What follows belongs to an exercise in optimizing a design on an open flow for small area, a short achievable clock period and few clock cycles per item; a production flow would make more cautious choices.
At most, simulation tests tie the RTL to the original design; equivalence was not proved.
Power figures rest on the tool's default switching activity, not on a simulated workload.

Design minha_fpu, start of the top module:
module minha_fpu
(
    input logic clock_100KHz,
    input logic reset,
    input logic start,
    input logic [31:0] op_A_in,
    input logic [31:0] op_B_in,
    output logic [3:0] status_out,
    output logic [31:0] data_out,
    output logic done
);
Size in the first run: ~38 flip-flops, ~7400 um^2 of cells after synthesis.
==> flow/config.mk <==
export PLATFORM = sky130hd
export DESIGN_NAME = minha_fpu
export DESIGN_NICKNAME = minha_fpu
export VERILOG_FILES = /design/flow/design.v
export SDC_FILE = /design/flow/constraint.sdc
export NUM_CORES = 4
export LEC_CHECK = 0
export ABC_AREA = 1
export CAP_MARGIN = 20
export CORE_MARGIN = 2
export CORE_UTILIZATION = 40
export SETUP_SLACK_MARGIN = 4
export SLEW_MARGIN = 20
==> flow/constraint.sdc <==
create_clock -name core_clock -period 11.0 [get_ports {clock_100KHz}]
set_input_delay 2.2000 -clock core_clock [delete_from_list [all_inputs] [get_ports {clock_100KHz}]]
set_output_delay 2.2000 -clock core_clock [all_outputs]
set_load 0.01 [all_outputs]
standard.sh (not shown) runs the stock make flow with config.mk's settings and CLKGATE_MAP_FILE= SYNTH_SCRIPT=/design/flow/synth_recipe.tcl, a recipe that flattens the netlist after the stock synthesis.
==> flow/flow/run.sh <==
#!/bin/bash
# Standard ORFS layout (the standard.sh) with two changes:
# - the port buffers use sky130_fd_sc_hd__buf_1 instead of the cell buffer_ports
#   picks by default;
# - synthesis does not extract full/half adder cells (ADDER_MAP_FILE empty), so
#   ABC maps the prefix adders of the RTL itself.
set -euo pipefail
export BUFFER_PORTS_ARGS="-buffer_cell sky130_fd_sc_hd__buf_1"
export ADDER_MAP_FILE=
bash standard.sh > standard.log 2>&1
Edit:
--- a/flow/config.mk
+++ b/flow/config.mk
@@ -10,4 +10,4 @@
 export CORE_MARGIN = 2
 export CORE_UTILIZATION = 40
-export SETUP_SLACK_MARGIN = 4
+export SETUP_SLACK_MARGIN = 5
 export SLEW_MARGIN = 20
Result: The changed run produced a clean layout; clock power is about the same; die area does not change; routed wire length is higher by 16%; total power grows by 15%; setup slack is better by 0.53 ns; sequential cell count stays the same; hold slack hardly moves; count of clock-buffer cells in the layout does not change; utilization went up by 11 points; global-route usage went up by 1.7 points.
Edit:
--- a/flow/config.mk
+++ b/flow/config.mk
@@ -10,4 +10,4 @@
 export CORE_MARGIN = 2
 export CORE_UTILIZATION = 40
-export SETUP_SLACK_MARGIN = 5
+export SETUP_SLACK_MARGIN = 2
 export SLEW_MARGIN = 20
Result: The changed run completed with no timing, DRC or antenna violations; non-clock buffer count is lower by 104; sequential share of layout area rose by 3.0 points; via count came out lower by 11%; global-route usage decreases by 2.2 points; setup slack degrades by 1.9 ns; power went down by 16%; combinational power came out lower by 23%; count of clock-buffer cells in the layout does not change; fmax drops by 23%.
Edit:
--- a/flow/config.mk
+++ b/flow/config.mk
@@ -10,4 +10,4 @@
 export CORE_MARGIN = 2
 export CORE_UTILIZATION = 40
-export SETUP_SLACK_MARGIN = 2
+export SETUP_SLACK_MARGIN = 4.5
 export SLEW_MARGIN = 20
=>
- global-route usage is higher by 0.91 points
- worst hold slack is about the same
- fmax is higher by 27%
- synthesized area stays the same
- setup slack is better by 1.7 ns
- final area climbs by 8.1%
No functional check of the RTL was part of any run of this note.

========
minha_fpu, a different RTL version from the one above (not shown whole).
For scale: ~100 I/O pins, roughly 0.0076 mm^2 of cells after synthesis.
// minha_fpu
module minha_fpu
(
    input logic clock_100KHz,
    input logic reset,
    input logic start,
    input logic [31:0] op_A_in,
    input logic [31:0] op_B_in,
    output logic [3:0] status_out,
    output logic [31:0] data_out,
    output logic done
);
Settings: LEC_CHECK=0, ABC_AREA=1, CAP_MARGIN=20, CORE_MARGIN=2, CORE_UTILIZATION=40, CTS_BUF_LIST=sky130_fd_sc_hd__clkbuf_8, CTS_CLUSTER_DIAMETER=200, CTS_CLUSTER_SIZE=40, GPL_TIMING_DRIVEN=0, SETUP_SLACK_MARGIN=4.5, SLEW_MARGIN=20; clock period 11.0 ns.
Scripts as last shown in full above: flow/flow/run.sh
The starting point ran to the end with no violations.
Testbench counts at the start, summed over its fixed seeds: cycles 24,000, items 24,000.
Edit:
--- a/flow/flow/run.sh
+++ b/flow/flow/run.sh
@@ -9,2 +9,3 @@
 export ADDER_MAP_FILE=
+export CTS_ARGS="-sink_clustering_enable -repair_clock_nets -sink_clustering_size 20 -buf_list sky130_fd_sc_hd__clkbuf_4 -dont_use_dummy_load"
 bash standard.sh > standard.log 2>&1
CTS_BUF_LIST = sky130_fd_sc_hd__clkbuf_4   (was sky130_fd_sc_hd__clkbuf_8)
CTS_CLUSTER_DIAMETER = not set   (was 200)
CTS_CLUSTER_SIZE = 20   (was 40)
GPL_TIMING_DRIVEN = not set   (was 0)
What happened: Register-to-register slack stays flat. Via count fell by 1.1%. Cell count went down by 1.7%. Cell area shrinks by 1.4%.
Edit:
--- a/flow/flow/run.sh
+++ b/flow/flow/run.sh
@@ -9,3 +9,2 @@
 export ADDER_MAP_FILE=
-export CTS_ARGS="-sink_clustering_enable -repair_clock_nets -sink_clustering_size 20 -buf_list sky130_fd_sc_hd__clkbuf_4 -dont_use_dummy_load"
 bash standard.sh > standard.log 2>&1
CTS_BUF_LIST = not set   (was sky130_fd_sc_hd__clkbuf_4)
CTS_CLUSTER_SIZE = not set   (was 20)
Outcome: Core utilization is higher by 0.55 points. Routed wire length is higher by about 0.5%. Final area is higher by 1.2%.
Edit:
PLACE_DENSITY = 0.8   (was not set)
Result:
- The changed run passed the timing, DRC and antenna checks
- final area climbs by 1.4%
- synthesized area does not change
- clock-buffer cell count climbs by 3
- worst setup slack got worse by 0.019 ns
- routed wire length climbs by 3.3%
- die area is unchanged
- register-to-register slack is about the same
- clock skew does not change

========
Another version of the RTL of minha_fpu (not shown whole).
Size in the first run: ~1,500 cells after synthesis, ~38 flip-flops, about 100 I/O pins, about 8000 um2 of cells after synthesis.
clock: 11.0 ns
lec_check: 0
abc_area: 1
cap_margin: 20
core_margin: 2
core_utilization: 40
setup_slack_margin: 3
slew_margin: 20
==> flow/flow/run.sh <==
#!/bin/bash
# Standard ORFS layout (the standard.sh) with two changes:
# - the port buffers use sky130_fd_sc_hd__buf_1 instead of the cell buffer_ports
#   picks by default;
# - synthesis does not extract full/half adder cells (ADDER_MAP_FILE empty), so
#   ABC maps the prefix adders of the RTL itself.
set -euo pipefail
export BUFFER_PORTS_ARGS="-buffer_cell sky130_fd_sc_hd__buf_1"
export ADDER_MAP_FILE=
bash standard.sh > standard.log 2>&1
Testbench counts at the start, summed over its fixed seeds: cycles 24,000, items 24,000.
Edit:
- SETUP_SLACK_MARGIN: 3 -> 4.5
Result:
- The changed run went through all stages and came out clean
- core utilization is higher by 1.6 points
- clock skew is unchanged
- critical path depth is higher by 9
- clock power hardly moves
- global-route usage is higher by 0.19 points
- clock-buffer cell count does not change
- setup slack gets better by 0.76 ns
- via count is higher by 1.9%
Edit:
- SETUP_SLACK_MARGIN: 4.5 -> 5
Setup slack gains 0.25 ns.
Via count climbs by 6.5%.
Clock-buffer cell count is unchanged.
Register-to-register slack barely changes.
Final area came out higher by 13%.
Clock skew does not change.
Combinational power rises by 17%.
Routed wire length rose by 8.1%.
Die area stays the same.
Edit:
- SETUP_SLACK_MARGIN: 5 -> 2
What happened:
- cell area shrinks by about a fifth
- wire length shrinks by roughly a tenth
- worst hold slack barely changes

re-timing with driven ports:
Ports are ideal in the flow. The routed layouts listed here were re-timed in OpenROAD. Step 1 sets driving cells, clkbuf_16 on the clock port and buf_2 on the other inputs (assumed; they add their load-dependent delay and slew). Step 2, shift: input delay + t, output delay - t, t = (earliest + latest rising clock arrival at the registers) / 2. This alone moves slack from input paths to output paths. a / b / c = no drivers / after step 1 / after step 2; a / b = the first two.
| run | t, ns | setup slack, ns | hold slack, ns | clock arrival spread, ns | worst slew at a driven data input, ns |
|---|---|---|---|---|---|
| the first run of note 1 | 0.311 | 4.329 / 4.341 / 4.030 | 0.478 / 0.478 / 0.478 | 0.009 / 0.010 | 0.05 |
| the second run of note 1 | 0.314 | 4.861 / 4.826 / 4.675 | 0.478 / 0.478 / 0.478 | 0.009 / 0.009 | 0.07 |
| the third run of note 1 | 0.311 | 3.005 / 3.009 / 2.698 | 0.478 / 0.478 / 0.478 | 0.009 / 0.009 | 0.04 |
| the fourth run of note 1 | 0.308 | 4.718 / 4.728 / 4.419 | 0.478 / 0.478 / 0.478 | 0.009 / 0.009 | 0.05 |
| the first run of note 2 | 0.315 | 4.781 / 4.786 / 4.471 | 0.477 / 0.477 / 0.477 | 0.005 / 0.006 | 0.03 |
| the second run of note 2 | 0.353 | 4.837 / 4.842 / 4.489 | 0.476 / 0.476 / 0.476 | 0.034 / 0.034 | 0.03 |
| the third run of note 2 | 0.307 | 4.853 / 4.817 / 4.589 | 0.467 / 0.467 / 0.467 | 0.004 / 0.005 | 0.03 |
| the fourth run of note 2 | 0.309 | 4.834 / 4.844 / 4.535 | 0.459 / 0.459 / 0.459 | 0.001 / 0.002 | 0.04 |
| the first run of note 3 | 0.315 | 4.035 / 3.999 / 3.887 | 0.466 / 0.466 / 0.466 | 0.002 / 0.002 | 0.05 |
| the second run of note 3 | 0.315 | 4.800 / 4.806 / 4.491 | 0.466 / 0.466 / 0.466 | 0.003 / 0.003 | 0.05 |
| the third run of note 3 | 0.315 | 5.050 / 5.041 / 4.748 | 0.467 / 0.467 / 0.467 | 0.003 / 0.002 | 0.07 |
| the fourth run of note 3 | 0.315 | 4.035 / 3.999 / 3.887 | 0.466 / 0.466 / 0.466 | 0.002 / 0.002 | 0.05 |
After both steps setup and hold are still met in every run listed. The setup slack of the second run of note 2, which loses most, moves by +0.005 ns with the drivers and by -0.348 ns with both steps.
